Context: an optimization exercise on an open-source flow, tuned for small area and a short achievable clock period. The choices shown serve that exercise and are no tape-out recipe.
Function was not checked in any run shown here: the RTL went through the layout flow alone.

==> flow/design.v, too long to show whole: its modules and the start of the top module <==
// module Unsigned_Array_Multiplier_32_Bit: 1792 lines
// module mul_add64: 453 lines
// module mul_booth_enc: 16 lines
// module mul_add3a: 200 lines
// module mul_fa: 4 lines
// module mul_ha: 4 lines
// module Unsigned_Array_Multiplier_32_Bit_Top: 41 lines
module Unsigned_Array_Multiplier_32_Bit_Top (
    input         Clock_In,
    input         Enable_In,
    input  [31:0] Data_A_In,
    input  [31:0] Data_B_In,
    output [63:0] Multiplied_Result_Out
);
  // ...
==> flow/run.sh <==
#!/bin/bash
# synth_recipe.tcl (not shown) runs the flow's synth.tcl, then flattens the netlist and writes it again
# the make line also repeats each setting of config.mk as NAME=value (left out here)
make -C /OpenROAD-flow-scripts/flow DESIGN_CONFIG=/design/flow/config.mk WORK_HOME=/design/flow/orfs CLKGATE_MAP_FILE= SYNTH_SCRIPT=/design/flow/synth_recipe.tcl finish
==> flow/config.mk <==
export PLATFORM = sky130hd
export DESIGN_NAME = Unsigned_Array_Multiplier_32_Bit_Top
export DESIGN_NICKNAME = Unsigned_Array_Multiplier_32_Bit_Top
export VERILOG_FILES = /design/flow/design.v
export SDC_FILE = /design/flow/constraint.sdc
export NUM_CORES = 4
export LEC_CHECK = 0
export CAP_MARGIN = 20
export CORE_MARGIN = 2
export CORE_UTILIZATION = 60
export SLEW_MARGIN = 20
export SYNTH_HIERARCHICAL = 1
export SYNTH_MINIMUM_KEEP_SIZE = 0
==> flow/constraint.sdc <==
create_clock -name core_clock -period 12.0 [get_ports {Clock_In}]
set_input_delay 2.4000 -clock core_clock [delete_from_list [all_inputs] [get_ports {Clock_In}]]
set_output_delay 2.4000 -clock core_clock [all_outputs]
set_load 0.01 [all_outputs]
==> flow_results.xml, run 1 <==
<?xml version="1.0" encoding="UTF-8"?>
<metrics>
  <group name="drt">
    <metric name="final_antenna_net_count" unit="">0</metric>
    <metric name="route.final.wire_length" unit="um">102000</metric>
    <metric name="firstDrtPassIters" unit="">8</metric>
    <metric name="vias" unit="">23400</metric>
    <metric name="remaining_drc_errors" unit="">0</metric>
    <metric name="wl_met1" unit="um">39700</metric>
    <metric name="detail_route.vias_per_cell" unit="">7.52</metric>
  </group>
  <group name="setup_path">
    <metric name="r2r_setup_slack" unit="ns">4.77</metric>
    <metric name="timing.critical_path.fanout_max" unit="">32</metric>
    <metric name="origin_of_the_worst_setup_path" unit="">S4_Reg[2]</metric>
    <metric name="cp.required" unit="ns">12.39</metric>
    <metric name="reg2regPathDepth" unit="">19</metric>
  </group>
  <group name="sta">
    <metric name="layout_min_cycle_time" unit="ns">7.23</metric>
    <metric name="finalHoldWorstSlack" unit="ns">1.11</metric>
    <metric name="maxClockFrequency" unit="MHz">138</metric>
    <metric name="final_ws_setup" unit="ns">4.77</metric>
    <metric name="slew_headroom" unit="">0.214</metric>
    <metric name="worst_pin_slew" unit="ns">1.18</metric>
    <metric name="setup_total_negative_slack" unit="ns">0</metric>
  </group>
  <group name="final_layout">
    <metric name="num-fill-cells" unit="">3786</metric>
    <metric name="inv_count" unit="">29</metric>
    <metric name="area.share.sequential" unit="">0.126</metric>
    <metric name="clockNetworkAreaShare" unit="">0.0211</metric>
    <metric name="clock_buffer_count" unit="">17</metric>
  </group>
  <group name="die">
    <metric name="tapCellCount" unit="">607</metric>
    <metric name="std_cell_rows" unit="">79</metric>
  </group>
  <group name="grt">
    <metric name="grt_antenna_before_repair" unit="">4</metric>
    <metric name="grt_first_pass_wirelength" unit="um">151000</metric>
    <metric name="grt_util_met2" unit="">0.562</metric>
  </group>
  <group name="placement">
    <metric name="gp_congestion" unit="">0.980</metric>
  </group>
  <group name="synthesis">
    <metric name="synthesis.area_per_instance" unit="um^2">10.9</metric>
  </group>
  <group name="cts">
    <metric name="clock-root-buffer" unit="">clkbuf_16</metric>
    <metric name="hold_buffers" unit="">0</metric>
    <metric name="number_of_post_cts_setup_repair_buffers" unit="">0</metric>
  </group>
  <group name="run_status">
    <metric name="status" unit="">complete, no violations</metric>
  </group>
</metrics>
==> module Unsigned_Array_Multiplier_32_Bit_Top, before the edit <==
module Unsigned_Array_Multiplier_32_Bit_Top (
    input         Clock_In,
    input         Enable_In,
    input  [31:0] Data_A_In,
    input  [31:0] Data_B_In,
    output [63:0] Multiplied_Result_Out
);
reg  [31:0] Data_A_Reg;
wire [10:0] S1_In, S2_In, S3_In, S4_In;
wire [9:0]  Neg_In;
reg  [10:0] S1_Reg, S2_Reg, S3_Reg, S4_Reg;
reg  [9:0]  Neg_Reg;
wire [33:0] Triple_In;
reg  [33:1] Triple_Reg;
mul_booth_enc Booth_Enc_Inst (.b(Data_B_In), .en(Enable_In), .s1(S1_In), .s2(S2_In), .s3(S3_In), .s4(S4_In), .neg(Neg_In));
mul_add3a Triple_Inst (.x({1'b0, Data_A_In}), .y({Data_A_In, 1'b0}), .p(Triple_In));
reg  [63:0] Result_Reg;
wire [63:0] Product;
always @ (posedge Clock_In)
    begin
        Data_A_Reg <= Data_A_In;
        S1_Reg     <= S1_In;
        S2_Reg     <= S2_In;
        S3_Reg     <= S3_In;
        S4_Reg     <= S4_In;
        Neg_Reg    <= Neg_In;
        Triple_Reg <= Triple_In[33:1];
        Result_Reg <= Product;
    end
Unsigned_Array_Multiplier_32_Bit Unsigned_Array_Multiplier_32_Bit_Inst (
    .a (Data_A_Reg),
    .t ({Triple_Reg, Data_A_Reg[0]}),
    .s1 (S1_Reg),
    .s2 (S2_Reg),
    .s3 (S3_Reg),
    .s4 (S4_Reg),
    .neg (Neg_Reg),
    .p (Product)
);
assign Multiplied_Result_Out = Result_Reg;
endmodule
==> run 2, diff against run 1 <==
--- a/flow/design.v
+++ b/flow/design.v
@@ -1,17 +1,18 @@
 module Unsigned_Array_Multiplier_32_Bit (
     input  [31:0] a,
     input  [33:0] t,
     input  [10:0] s1,
     input  [10:0] s2,
     input  [10:0] s3,
     input  [10:0] s4,
     input  [9:0]  neg,
-    output [63:0] p
+    output [63:0] x,
+    output [63:0] y
 );
 wire pp1;
 wire pp2;
 wire pp3;
 wire pp4;
 wire pp5;
 wire pp6;
 wire pp7;
@@ -1779,21 +1780,18 @@
 mul_fa us1041 (.a(c1034), .b(s1039), .c(c1036), .s(s1041), .co(c1042));
 mul_fa us1043 (.a(1'b1), .b(pp348), .c(pp380), .s(s1043), .co(c1044));
 mul_ha us1045 (.a(c1040), .b(s1043), .s(s1045), .co(c1046));
 mul_fa us1047 (.a(1'b1), .b(pp349), .c(pp381), .s(s1047), .co(c1048));
 mul_ha us1049 (.a(c1044), .b(s1047), .s(s1049), .co(c1050));
 mul_fa us1051 (.a(ns350), .b(pp382), .c(c1048), .s(s1051), .co(c1052));
 mul_ha us1053 (.a(1'b1), .b(pp383), .s(s1053), .co(c1054));
 mul_ha us1055 (.a(1'b1), .b(pp384), .s(s1055), .co(c1056));
-wire [63:0] x = {c1054, s1053, c1050, c1046, s1045, c1038, c1032, s1031, c1020, c1012, s1011, c996, c986, s985, c966, c954, s953, c930, c916, s915, c888, c872, s871, c840, c822, s821, c786, c766, c746, c726, c708, c690, s689, c654, c636, s633, c600, c584, c568, c552, c538, c524, c510, c498, s495, c474, c464, c454, c444, c436, s433, c420, c414, s411, s405, c398, s395, s391, c388, c386, pp4, pp3, pp2, neg[0]};
-wire [63:0] y = {s1055, c1052, s1051, s1049, c1042, s1041, s1037, c1026, s1025, s1019, c1004, s1003, s995, c976, s975, s965, c942, s941, s929, c902, s901, s887, c856, s855, s839, c804, s803, s785, s765, s745, s725, s707, c672, s671, s653, s635, s617, s599, s583, s567, s551, s537, s523, s509, s497, s485, s473, s463, s453, s443, s435, s427, s419, s413, s407, s401, s397, s393, s389, s387, s385, 1'b0, 1'b0, pp1};
-wire [64:0] sum;
-mul_add64 fin (.x(x), .y(y), .p(sum));
-assign p = sum[63:0];
+assign x = {c1054, s1053, c1050, c1046, s1045, c1038, c1032, s1031, c1020, c1012, s1011, c996, c986, s985, c966, c954, s953, c930, c916, s915, c888, c872, s871, c840, c822, s821, c786, c766, c746, c726, c708, c690, s689, c654, c636, s633, c600, c584, c568, c552, c538, c524, c510, c498, s495, c474, c464, c454, c444, c436, s433, c420, c414, s411, s405, c398, s395, s391, c388, c386, pp4, pp3, pp2, neg[0]};
+assign y = {s1055, c1052, s1051, s1049, c1042, s1041, s1037, c1026, s1025, s1019, c1004, s1003, s995, c976, s975, s965, c942, s941, s929, c902, s901, s887, c856, s855, s839, c804, s803, s785, s765, s745, s725, s707, c672, s671, s653, s635, s617, s599, s583, s567, s551, s537, s523, s509, s497, s485, s473, s463, s453, s443, s435, s427, s419, s413, s407, s401, s397, s393, s389, s387, s385, 1'b0, 1'b0, pp1};
 endmodule
 module mul_add64 (input [63:0] x, input [63:0] y, output [64:0] p);
 wire [63:0] g0, p0;
 mul_ha h0 (.a(x[0]), .b(y[0]), .s(p0[0]), .co(g0[0]));
 mul_ha h1 (.a(x[1]), .b(y[1]), .s(p0[1]), .co(g0[1]));
 mul_ha h2 (.a(x[2]), .b(y[2]), .s(p0[2]), .co(g0[2]));
 mul_ha h3 (.a(x[3]), .b(y[3]), .s(p0[3]), .co(g0[3]));
 mul_ha h4 (.a(x[4]), .b(y[4]), .s(p0[4]), .co(g0[4]));
@@ -2478,33 +2476,37 @@
 wire [10:0] S1_In, S2_In, S3_In, S4_In;
 wire [9:0]  Neg_In;
 reg  [10:0] S1_Reg, S2_Reg, S3_Reg, S4_Reg;
 reg  [9:0]  Neg_Reg;
 wire [33:0] Triple_In;
 reg  [33:1] Triple_Reg;
 mul_booth_enc Booth_Enc_Inst (.b(Data_B_In), .en(Enable_In), .s1(S1_In), .s2(S2_In), .s3(S3_In), .s4(S4_In), .neg(Neg_In));
 mul_add3a Triple_Inst (.x({1'b0, Data_A_In}), .y({Data_A_In, 1'b0}), .p(Triple_In));
-reg  [63:0] Result_Reg;
-wire [63:0] Product;
+reg  [63:0] Sum_Reg, Carry_Reg;
+wire [63:0] Sum, Carry;
 always @ (posedge Clock_In)
     begin
         Data_A_Reg <= Data_A_In;
         S1_Reg     <= S1_In;
         S2_Reg     <= S2_In;
         S3_Reg     <= S3_In;
         S4_Reg     <= S4_In;
         Neg_Reg    <= Neg_In;
         Triple_Reg <= Triple_In[33:1];
-        Result_Reg <= Product;
+        Sum_Reg    <= Sum;
+        Carry_Reg  <= Carry;
     end
 Unsigned_Array_Multiplier_32_Bit Unsigned_Array_Multiplier_32_Bit_Inst (
     .a (Data_A_Reg),
     .t ({Triple_Reg, Data_A_Reg[0]}),
     .s1 (S1_Reg),
     .s2 (S2_Reg),
     .s3 (S3_Reg),
     .s4 (S4_Reg),
     .neg (Neg_Reg),
-    .p (Product)
+    .x (Sum),
+    .y (Carry)
 );
-assign Multiplied_Result_Out = Result_Reg;
+wire [64:0] Result_Sum;
+mul_add64 Final_Add_Inst (.x(Sum_Reg), .y(Carry_Reg), .p(Result_Sum));
+assign Multiplied_Result_Out = Result_Sum[63:0];
 endmodule
==> flow/config.mk (replaced) <==
export PLATFORM = sky130hd
export DESIGN_NAME = Unsigned_Array_Multiplier_32_Bit_Top
export DESIGN_NICKNAME = Unsigned_Array_Multiplier_32_Bit_Top
export VERILOG_FILES = /design/flow/design.v
export SDC_FILE = /design/flow/constraint.sdc
export NUM_CORES = 4
export LEC_CHECK = 0
export CAP_MARGIN = 20
export CORE_MARGIN = 2
export CORE_UTILIZATION = 60
export SLEW_MARGIN = 70
export SYNTH_HIERARCHICAL = 1
export SYNTH_MINIMUM_KEEP_SIZE = 0
==> run 2 against run 1 <==
Against the previous run: worst setup slack got worse by 0.43 ns; first-iteration DRC count fell by 5.1%; flip-flop and latch count rose by 64; sequential share of layout area rose by 3.2 points; register-to-register slack improved by 3.0 ns; via count rose by 1.4%; die area rose by 7.8%; maximum frequency fell by 5.6%; clock-buffer cell count rose by 29; critical path type is now reg -> out; clock skew fell by 0.0078 ns; still clean on timing, DRC and antenna.
==> flow_results.xml, run 2 <==
<?xml version="1.0" encoding="UTF-8"?>
<metrics>
  <group name="cts">
    <metric name="number_of_post_cts_setup_repair_buffers" unit="">0</metric>
    <metric name="numCtsBuffers" unit="">28</metric>
    <metric name="clk_latency" unit="ns">0.60</metric>
    <metric name="clock-root-buffer" unit="">clkbuf_16</metric>
    <metric name="cts_tree" unit="">yes</metric>
    <metric name="h_tree_depth_reported_by_cts" unit="">1</metric>
    <metric name="numClockSinks" unit="">247</metric>
    <metric name="clk_pin_slew" unit="ns">0.06</metric>
    <metric name="cts.path.max_buffers" unit="">3</metric>
    <metric name="hold_buffers" unit="">0</metric>
    <metric name="cts_resized" unit="">0</metric>
  </group>
  <group name="setup_path">
    <metric name="critical_path.reg2reg.endpoint" unit="">Carry_Reg[37]</metric>
    <metric name="cp_num_cells" unit="">17</metric>
    <metric name="cp_cell_sequence" unit="">ha_1 &gt; ha_1 &gt; o211ai_1 &gt; a21oi_1 &gt; o211ai_1 &gt; buf_2 &gt; buf_1 &gt; a2111oi_4 &gt; clkdlybuf4s15_2 &gt; buf_2 &gt; clkdlybuf4s15_2 &gt; o2111ai_2 &gt; a21oi_1 &gt; o41a_1 &gt; a221o_1 &gt; xor2_1 &gt; clkdlybuf4s50_1</metric>
    <metric name="critical_path.top_delay_family" unit="">compound AO/OA/AOI/OAI gates</metric>
    <metric name="r2r_setup_slack" unit="ns">7.78</metric>
    <metric name="crit_path_end" unit="">Multiplied_Result_Out[63]</metric>
    <metric name="worst_r2r_startpoint" unit="">S3_Reg[8]</metric>
    <metric name="timing.critical_path.fanout_max" unit="">4</metric>
    <metric name="reg2regPathDepth" unit="">10</metric>
    <metric name="crit_path_max_incr_delay" unit="ns">0.56</metric>
    <metric name="origin_of_the_worst_setup_path" unit="">Sum_Reg[1]</metric>
    <metric name="cp_slowest_cell" unit="">clkdlybuf4s50_1</metric>
    <metric name="worstSetupStartpointType" unit="">flop</metric>
    <metric name="cp.required" unit="ns">9.60</metric>
    <metric name="path_buf_inv" unit="">6</metric>
    <metric name="worst_setup_path_end_kind" unit="">output port</metric>
    <metric name="cp_data_arrival_time" unit="ns">5.26</metric>
    <metric name="critPathKind" unit="">reg -&gt; out</metric>
  </group>
  <group name="final_layout">
    <metric name="synthToLayoutAreaGrowth" unit="%">4.81</metric>
    <metric name="layout_top_registers" unit="">Carry_Reg x64, Sum_Reg x64, Triple_Reg x33</metric>
    <metric name="finish.cell_count_without_fillers" unit="">3284</metric>
    <metric name="drive_gt1_frac" unit="">0.210</metric>
    <metric name="final_cell_mix" unit="">xnor2_1, a22o_1, a221oi_2, fa_1, dfxtp_1</metric>
    <metric name="num-nets-final" unit="">3103</metric>
    <metric name="mostFrequentLayoutCell" unit="">xnor2_1</metric>
  </group>
  <group name="grt">
    <metric name="grt_antenna_before_repair" unit="">2</metric>
    <metric name="grt_overflow_total" unit="">0</metric>
    <metric name="first_global_vias" unit="">24100</metric>
    <metric name="grt_max_degree" unit="">52</metric>
    <metric name="gr-usage-all-layers" unit="">0.382</metric>
    <metric name="grt_first_pass_wirelength" unit="um">153000</metric>
  </group>
  <group name="synthesis">
    <metric name="synthesis.area_per_instance" unit="um^2">11.0</metric>
    <metric name="synthesis.area" unit="um^2">30500</metric>
    <metric name="synth-warning-count" unit="">7</metric>
    <metric name="post_synth_inst_count" unit="">2778</metric>
  </group>
  <group name="sta">
    <metric name="maxClockFrequency" unit="MHz">131</metric>
    <metric name="final_ws_setup" unit="ns">4.34</metric>
    <metric name="setup_violations" unit="">0</metric>
    <metric name="finalHoldViolations" unit="">0</metric>
    <metric name="finalClockSkew" unit="ns">0.0185</metric>
    <metric name="timing.final.max_slew_violations" unit="">0</metric>
    <metric name="timing.final.crit_share" unit="">0.638</metric>
    <metric name="layout_min_cycle_time" unit="ns">7.66</metric>
    <metric name="rsz_0062_raised_after_global_routing" unit="">false</metric>
    <metric name="setup_total_negative_slack" unit="ns">0</metric>
  </group>
  <group name="die">
    <metric name="chip_height" unit="um">230</metric>
    <metric name="std_cell_rows" unit="">82</metric>
    <metric name="starting_density" unit="">0.609</metric>
    <metric name="die_area" unit="um^2">52700</metric>
    <metric name="core_area" unit="um^2">50200</metric>
    <metric name="die_w" unit="um">230</metric>
    <metric name="io_pins" unit="">130</metric>
  </group>
  <group name="run">
    <metric name="maxCapViolCount" unit="">0</metric>
  </group>
  <group name="drt">
    <metric name="detail_route.vias_per_cell" unit="">7.23</metric>
    <metric name="final_antenna_net_count" unit="">0</metric>
    <metric name="vias" unit="">23800</metric>
    <metric name="detail_route.iter0.violations" unit="">3165</metric>
    <metric name="firstDrtPassIters" unit="">9</metric>
    <metric name="remaining_drc_errors" unit="">0</metric>
    <metric name="route.final.wire_length" unit="um">102000</metric>
    <metric name="avg_wl_per_cell" unit="um">31.2</metric>
  </group>
  <group name="run_status">
    <metric name="status" unit="">complete, no violations</metric>
  </group>
  <group name="hold_path">
    <metric name="hold_class" unit="">reg -&gt; reg</metric>
  </group>
  <group name="placement">
    <metric name="place_inst" unit="">3226</metric>
    <metric name="place.port_buffers" unit="">129</metric>
    <metric name="dpl.hpwl" unit="um">65000</metric>
    <metric name="gp_congestion" unit="">0.911</metric>
    <metric name="detailedPlace.worstSlack" unit="ns">5.00</metric>
  </group>
</metrics>
[run 2: layout make-up]
type                    count  area, um^2
inverters                  29         109
fillers                  4063       18200
well taps                 672         841
clock buffers              46         828
flip-flops and latches    247        5040
clock inverters             3        40.0
diodes                      1        2.50
repair buffers            251        2800
multi-input cells        2035       22400
[run 2: routing by layer]
layer | part of all wire | vias up | track usage
li1 | - | 9826 | -
met1 | 0.40 | 11800 | 0.505
met2 | 0.42 | 1724 | 0.567
met3 | 0.13 | 403 | 0.126
met4 | 0.052 | 4 | 0.170
met5 | 0.00070 | - | 0.00827
[run 2: per-stage QoR]
step | utilization | cell area [um^2] | hold WS (ns)
2_1_floorplan | - | 30600 | 0.418
3_3_place_gp | 0.603 | 30300 | 0.599
3_5_place_dp | 0.616 | 30900 | 0.577
4_1_cts | 0.634 | 31800 | 0.600
5_1_grt | 0.638 | 32000 | 0.649
6_report | 0.638 | 32000 | 0.595
[run 2: worst min-delay path by stage]
| stage | startpoint | end | slack [ns] | depth (start not counted) |
|---|---|---|---|---|
| 6_report | S1_Reg[0] | Carry_Reg[0] | 0.59 | 2 |
| 5_1_grt | Neg_Reg[0] | Sum_Reg[0] | 0.65 | 1 |
| 4_1_cts | S1_Reg[0] | Carry_Reg[0] | 0.60 | 2 |
| 3_5_place_dp | S1_Reg[0] | Carry_Reg[0] | 0.58 | 2 |
| 3_3_place_gp | S1_Reg[0] | Carry_Reg[0] | 0.60 | 2 |
| 2_1_floorplan | Neg_Reg[0] | Sum_Reg[0] | 0.42 | 1 |
[run 2: worst reg2reg max path: stages, from the launching register on]
cell and delay [ns]:
dfxtp_2 0.47, buf_4 0.39, a22o_1 0.25, a221oi_2 0.04
xnor2_1 0.21, fa_1 0.49, fa_1 0.41, fa_1 0.45
fa_1 0.49, fa_1 0.41, fa_1 0.46

-- static timing again, ports no longer ideal --
Ports are ideal in the flow. The routed layouts listed here were re-timed in OpenROAD.
Step 1 sets driving cells, clkbuf_16 on the clock port and buf_2 on the other inputs (assumed; they add their load-dependent delay and slew).
Step 2, shift: input delay + t, output delay - t, t = (earliest + latest rising clock arrival at the registers) / 2. This alone moves slack from input paths to output paths.
a / b / c = ideal ports / drivers / drivers and shift; a / b = the first two.
run	t, ns	setup WS [ns]	worst setup path after step 2	latest minus earliest clock arrival (ns)
run 1	0.566	4.765 / 4.765 / 4.765	register to register	0.027 / 0.027
run 2	0.649	4.340 / 4.278 / 4.927	register to output	0.019 / 0.019
After both steps setup and hold are still met in every run listed.
